This is an optimization exercise on Yosys and OpenROAD, whose aim is small area, a short achievable clock period and few clock cycles, not a production implementation. The RTL was checked by simulation tests, not by an equivalence proof against the original design. No activity file was given, so power comes from the tool's default toggle rates.

==> v34: inputs <==
==> flow/design.v (excerpt) <==
module lenet (
    input wire clk,
    input wire rst_n,
    input wire compute_start,
    output reg compute_finish,
    input wire [31:0] scale_CONV1,
    input wire [31:0] scale_CONV2,
    input wire [31:0] scale_CONV3,
    input wire [31:0] scale_FC1,
    input wire [31:0] scale_FC2,
    output wire [ 3:0] sram_weight_wea0,
    output wire [15:0] sram_weight_addr0,
    output wire [31:0] sram_weight_wdata0,
    input wire [31:0] sram_weight_rdata0,
    output wire [ 3:0] sram_weight_wea1,
    output wire [15:0] sram_weight_addr1,
    output wire [31:0] sram_weight_wdata1,
    input wire [31:0] sram_weight_rdata1,
    output reg [ 3:0] sram_act_wea0,
    output wire [15:0] sram_act_addr0,
    output wire [31:0] sram_act_wdata0,
    input wire [31:0] sram_act_rdata0,
    output reg [ 3:0] sram_act_wea1,
    output wire [15:0] sram_act_addr1,
    output wire [31:0] sram_act_wdata1,
    input wire [31:0] sram_act_rdata1
);
make LEC_CHECK=0 CAP_MARGIN=45 CORE_MARGIN=2 CORE_UTILIZATION=72 CTS_BUF_LIST=sky130_fd_sc_hd__clkbuf_8 PLACE_DENSITY=0.82 SLEW_MARGIN=45 finish   # period 14.0 ns
run.sh (not shown) runs the stock make flow with config.mk's settings and CLKGATE_MAP_FILE= SYNTH_SCRIPT=/design/flow/synth_recipe.tcl, a recipe that flattens the netlist after the stock synthesis.
==> inputs of v17, as changes to v34 <==
--- a/flow/config.mk
+++ b/flow/config.mk
@@ -7,7 +7,7 @@
 export LEC_CHECK = 0
-export CAP_MARGIN = 45
+export CAP_MARGIN = 20
 export CORE_MARGIN = 2
-export CORE_UTILIZATION = 72
+export CORE_UTILIZATION = 65
 export CTS_BUF_LIST = sky130_fd_sc_hd__clkbuf_8
-export PLACE_DENSITY = 0.82
-export SLEW_MARGIN = 45
+export PLACE_DENSITY = 0.75
+export SLEW_MARGIN = 20
==> summary.txt <==
v34 went through all stages and came out clean. v17 finished clean. Of v34 and v17, v34 has the higher critical path depth (gap 10). Between v34 and v17, the lower clock-buffer cell count is in v17 (gap 1). Between v34 and v17, the lower worst setup slack is in v34 (gap 100 ps). In synthesized cell count, v34 and v17 do not differ. Against v34, the utilization of v17 is lower by 7.4 points. Of v17 and v34, v17 has the higher fmax (gap 2.0%, measured against v34). Against v34, the total power of v17 is lower by about 1.6%. Between v17 and v34, the lower register-to-register slack is in v34 (gap 100 ps). Clock skew: v17 is higher than v34 (24 ps). Between v34 and v17, the lower global-route usage is in v17 (gap 4.5 points).
==> figures <==
Gr usage total: v17 38.7%; v34 43.2%
Critical Path Stages: v17 11; v34 21
Clock skew after layout: v17 83.7 ps; v34 59.3 ps
Fraction of layout cells with a size suffix above 1: v17 5.58%; v34 5.83%
Filler Cells Inserted: v17 9,859; v34 7,704
Combinational share of power: v17 64.9%; v34 65.2%
Multi-input logic area: v17 0.0563 mm²; v34 0.0563 mm²
GPL Wtd Cong: v17 0.954; v34 0.967
Clk. pwr: v17 0.00239 W; v34 0.00247 W
Non-clock buffering overhead in the final layout: v17 4.02%; v34 4.07%
Status: v17 timing/DRC/antenna clean; v34 timing/DRC/antenna clean
Most numerous cell on the critical path: v17 sky130_fd_sc_hd__fa_1; v34 sky130_fd_sc_hd__a21oi_1
Global-route wire length before repair: v17 383 mm; v34 389 mm
CP peak stage delay: v17 1010 ps; v34 690 ps
Area of the die: v17 0.132 mm²; v34 0.119 mm²
Seq power: v17 0.00475 W; v34 0.00472 W
Final WL: v17 251 mm; v34 254 mm
Met1 routing resource usage after global routing: v17 49.8%; v34 53.8%
P_int: v17 0.0104 W; v34 0.0105 W
Worst Slack Setup Final: v17 8990 ps; v34 8890 ps
Post-Layout Cell Count: v17 10,597; v34 10,475
Total met2 wirelength after detailed routing: v17 113 mm; v34 114 mm
Testbench counts of v34, summed over its fixed seeds: cycles 690,072.
Testbench counts of v17, summed over its fixed seeds: cycles 690,072.

* * *

==> v25 <==
Starting RTL as in the previous note.
Settings: LEC_CHECK=0, CAP_MARGIN=45, CORE_MARGIN=2, CORE_UTILIZATION=65, CTS_BUF_LIST=sky130_fd_sc_hd__clkbuf_8, PLACE_DENSITY=0.75, SLEW_MARGIN=65; clock period 14.0 ns.
==> v7 (differences from v25) <==
--- a/flow/design.v
+++ b/flow/design.v
@@ -53,16 +53,15 @@
     reg [13:0] wa0, wa1;    
     reg [13:0] wb;          
     reg [9:0] aa0, aa1;     
     reg q_n;                
     reg t1v, t1f, t1l, t1d, t1g, t1q, t1a, t1b;
     reg t2v, t2f, t2l, t2d, t2g, t2q, t2a, t2b;
     reg t3v, t3f, t3l, t3d, t3g, t3a;
-    reg t4v, t4l, t4d, t4g;
-    reg clr0, clr1, clr2, clr3;   
+    reg t4v, t4f, t4l, t4d, t4g;
     reg t5v, t5d, t5g;
     reg go;                 
     reg [3:0] rq_cnt;
     wire pipe_empty = ~(t1v | t2v | t3v | t4v | t5v | go | (rq_cnt != 4'd0) | wr_req);
     reg [11:0] wptr;
     reg rq_g;               
     wire [2:0] r_n = r_e ? 3'd0 : r + 3'd1;
@@ -249,15 +248,15 @@
     wire [63:0] wbt = {sram_weight_rdata1, sram_weight_rdata0};
     wire [7:0] W0_n = t2q ? wbt[47:40] : wbt[7:0];
     wire [7:0] W1_n = t2q ? wbt[55:48] : wbt[15:8];
     always @(posedge clk) begin
         t2v <= t1v & rst_q; t2f <= t1f; t2l <= t1l; t2d <= t1d; t2g <= t1g;
         t2q <= t1q; t2a <= t1a; t2b <= t1b;
         t3v <= t2v & rst_q; t3f <= t2f; t3l <= t2l; t3d <= t2d; t3g <= t2g; t3a <= t2a;
-        t4v <= t3v & rst_q; t4l <= t3l; t4d <= t3d; t4g <= t3g;
+        t4v <= t3v & rst_q; t4f <= t3f; t4l <= t3l; t4d <= t3d; t4g <= t3g;
         A0 <= t2v ? ab[7:0] : 8'd0;
         A1 <= t2v ? ab[15:8] : 8'd0;
         A2 <= t2v ? ab[23:16] : 8'd0;
         A3 <= t2v ? ab[31:24] : 8'd0;
         A4 <= (t2v & ~t2a) ? ab[39:32] : 8'd0;
         A5 <= (t2v & ~t2b) ? ab[47:40] : 8'd0;
         A6 <= (t2v & ~t2b) ? ab[55:48] : 8'd0;
@@ -287,24 +286,18 @@
     always @(posedge clk) begin
         R00 <= p0r0; R01 <= p0r1; R02 <= p0r2;
         R10 <= p1r0; R11 <= p1r1; R12 <= p1r2;
         R20 <= p2r0; R21 <= p2r1; R22 <= p2r2;
         R30 <= p3r0; R31 <= p3r1; R32 <= p3r2;
     end
     reg signed [23:0] acc0, acc1, acc2, acc3;
-    always @(posedge clk) begin
-        clr0 <= t3f;
-        clr1 <= t3f | dense;
-        clr2 <= t3f | dense | (s_c2 & t3g);
-        clr3 <= t3f | (s_c2 & t3g);
-    end
-    wire [23:0] ai0 = clr0 ? 24'd0 : acc0;
-    wire [23:0] ai1 = clr1 ? 24'd0 : acc1;
-    wire [23:0] ai2 = clr2 ? 24'd0 : acc2;
-    wire [23:0] ai3 = clr3 ? 24'd0 : acc3;
+    wire [23:0] ai0 = t4f ? 24'd0 : acc0;
+    wire [23:0] ai1 = t4f ? 24'd0 : acc1;
+    wire [23:0] ai2 = t4f ? 24'd0 : acc2;
+    wire [23:0] ai3 = t4f ? 24'd0 : acc3;
     wire [23:0] s0, c0, s1, c1, s2, c2, s3, c3;
     csa_acc x0 (.acc(ai0), .r0(R00), .r1(R01), .r2(R02), .s(s0), .c(c0));
     csa_acc x1 (.acc(ai1), .r0(R10), .r1(R11), .r2(R12), .s(s1), .c(c1));
     csa_acc x2 (.acc(ai2), .r0(R20), .r1(R21), .r2(R22), .s(s2), .c(c2));
     csa_acc x3 (.acc(ai3), .r0(R30), .r1(R31), .r2(R32), .s(s3), .c(c3));
     always @(posedge clk) begin
         t5v <= t4v & t4l & rst_q;
Settings changed: CAP_MARGIN 45 to 80, CTS_BUF_LIST sky130_fd_sc_hd__clkbuf_8 to not set, SLEW_MARGIN 65 to 80.
==> v29 (differences from v25) <==
--- a/flow/design.v
+++ b/flow/design.v
@@ -53,16 +53,15 @@
     reg [13:0] wa0, wa1;    
     reg [13:0] wb;          
     reg [9:0] aa0, aa1;     
     reg q_n;                
     reg t1v, t1f, t1l, t1d, t1g, t1q, t1a, t1b;
     reg t2v, t2f, t2l, t2d, t2g, t2q, t2a, t2b;
     reg t3v, t3f, t3l, t3d, t3g, t3a;
-    reg t4v, t4l, t4d, t4g;
-    reg clr0, clr1, clr2, clr3;   
+    reg t4v, t4f, t4l, t4d, t4g;
     reg t5v, t5d, t5g;
     reg go;                 
     reg [3:0] rq_cnt;
     wire pipe_empty = ~(t1v | t2v | t3v | t4v | t5v | go | (rq_cnt != 4'd0) | wr_req);
     reg [11:0] wptr;
     reg rq_g;               
     wire [2:0] r_n = r_e ? 3'd0 : r + 3'd1;
@@ -249,15 +248,15 @@
     wire [63:0] wbt = {sram_weight_rdata1, sram_weight_rdata0};
     wire [7:0] W0_n = t2q ? wbt[47:40] : wbt[7:0];
     wire [7:0] W1_n = t2q ? wbt[55:48] : wbt[15:8];
     always @(posedge clk) begin
         t2v <= t1v & rst_q; t2f <= t1f; t2l <= t1l; t2d <= t1d; t2g <= t1g;
         t2q <= t1q; t2a <= t1a; t2b <= t1b;
         t3v <= t2v & rst_q; t3f <= t2f; t3l <= t2l; t3d <= t2d; t3g <= t2g; t3a <= t2a;
-        t4v <= t3v & rst_q; t4l <= t3l; t4d <= t3d; t4g <= t3g;
+        t4v <= t3v & rst_q; t4f <= t3f; t4l <= t3l; t4d <= t3d; t4g <= t3g;
         A0 <= t2v ? ab[7:0] : 8'd0;
         A1 <= t2v ? ab[15:8] : 8'd0;
         A2 <= t2v ? ab[23:16] : 8'd0;
         A3 <= t2v ? ab[31:24] : 8'd0;
         A4 <= (t2v & ~t2a) ? ab[39:32] : 8'd0;
         A5 <= (t2v & ~t2b) ? ab[47:40] : 8'd0;
         A6 <= (t2v & ~t2b) ? ab[55:48] : 8'd0;
@@ -287,24 +286,18 @@
     always @(posedge clk) begin
         R00 <= p0r0; R01 <= p0r1; R02 <= p0r2;
         R10 <= p1r0; R11 <= p1r1; R12 <= p1r2;
         R20 <= p2r0; R21 <= p2r1; R22 <= p2r2;
         R30 <= p3r0; R31 <= p3r1; R32 <= p3r2;
     end
     reg signed [23:0] acc0, acc1, acc2, acc3;
-    always @(posedge clk) begin
-        clr0 <= t3f;
-        clr1 <= t3f | dense;
-        clr2 <= t3f | dense | (s_c2 & t3g);
-        clr3 <= t3f | (s_c2 & t3g);
-    end
-    wire [23:0] ai0 = clr0 ? 24'd0 : acc0;
-    wire [23:0] ai1 = clr1 ? 24'd0 : acc1;
-    wire [23:0] ai2 = clr2 ? 24'd0 : acc2;
-    wire [23:0] ai3 = clr3 ? 24'd0 : acc3;
+    wire [23:0] ai0 = t4f ? 24'd0 : acc0;
+    wire [23:0] ai1 = t4f ? 24'd0 : acc1;
+    wire [23:0] ai2 = t4f ? 24'd0 : acc2;
+    wire [23:0] ai3 = t4f ? 24'd0 : acc3;
     wire [23:0] s0, c0, s1, c1, s2, c2, s3, c3;
     csa_acc x0 (.acc(ai0), .r0(R00), .r1(R01), .r2(R02), .s(s0), .c(c0));
     csa_acc x1 (.acc(ai1), .r0(R10), .r1(R11), .r2(R12), .s(s1), .c(c1));
     csa_acc x2 (.acc(ai2), .r0(R20), .r1(R21), .r2(R22), .s(s2), .c(c2));
     csa_acc x3 (.acc(ai3), .r0(R30), .r1(R31), .r2(R32), .s(s3), .c(c3));
     always @(posedge clk) begin
         t5v <= t4v & t4l & rst_q;
Settings changed: CAP_MARGIN 45 to 20, CTS_BUF_LIST sky130_fd_sc_hd__clkbuf_8 to not set, SLEW_MARGIN 65 to 20.
==> out/results.txt <==
Total area of sequential cells: 20400 sq um
Status: complete, no violations
RePlAce Congestion: 0.955
Placed cell area: 88100 sq um
Multi-input combinational cell area: 56300 sq um
CP startpoint: t4f
Met1 WL: 94.3 mm
CP max stage cell: dfxtp_2
Largest net degree at the start of global routing: 163
Global-route wire length before repair: 387 mm
Initial antenna violation count: 13
Clock buffer count: 133
PnR Total Power: 0.0202 W
(the above is from v29)
==> out/results.txt <==
Multi-input combinational cell area: 56600 sq um
CP max stage cell: clkdlybuf4s50_1
CP startpoint: wa0[7]
RePlAce Congestion: 0.954
Largest net degree at the start of global routing: 73
Clock buffer count: 188
Met1 WL: 94.0 mm
Global-route wire length before repair: 385 mm
Status: complete, no violations
Placed cell area: 88800 sq um
PnR Total Power: 0.0206 W
Initial antenna violation count: 14
Total area of sequential cells: 20600 sq um
(the above is from v25)
==> out/results.txt <==
Status: complete, no violations
Global-route wire length before repair: 394 mm
Initial antenna violation count: 12
Met1 WL: 94.6 mm
Total area of sequential cells: 20700 sq um
Largest net degree at the start of global routing: 52
Placed cell area: 92200 sq um
RePlAce Congestion: 0.955
CP max stage cell: clkdlybuf4s50_1
Clock buffer count: 137
Multi-input combinational cell area: 58100 sq um
(the above is from v7)
Testbench counts of v25, summed over its fixed seeds: cycles 690,072.
Testbench counts of v7, summed over its fixed seeds: cycles 690,072.
Testbench counts of v29, summed over its fixed seeds: cycles 690,072.

separate check: timing with driven ports:
In the flow no input, the clock included, has a driving cell. The finished layouts below were timed again as built, in two steps.
Step 1, drivers: a clkbuf_16 drives clk and a buf_2 each remaining input, both assumed.
Step 2 also shifts input and output timing later by t, the mid clock arrival at the registers, as if the neighbouring blocks saw the same clock.
Slacks: ideal ports / drivers / drivers and shift; pairs: ideal ports / drivers.
run | t, ns | slack for setup (ns) | slew at the worst register clock pin (ns)
v34 | 1.010 | 8.893 / 8.893 / 8.893 | 0.07 / 0.07
v17 | 0.986 | 8.994 / 8.994 / 8.994 | 0.08 / 0.08
v25 | 0.994 | 9.062 / 8.984 / 9.245 | 0.08 / 0.08
v7 | 0.819 | 8.634 / 8.634 / 8.634 | 0.08 / 0.08
v29 | 0.801 | 8.481 / 8.481 / 8.481 | 0.07 / 0.07
After both steps setup and hold are still met in every run listed.
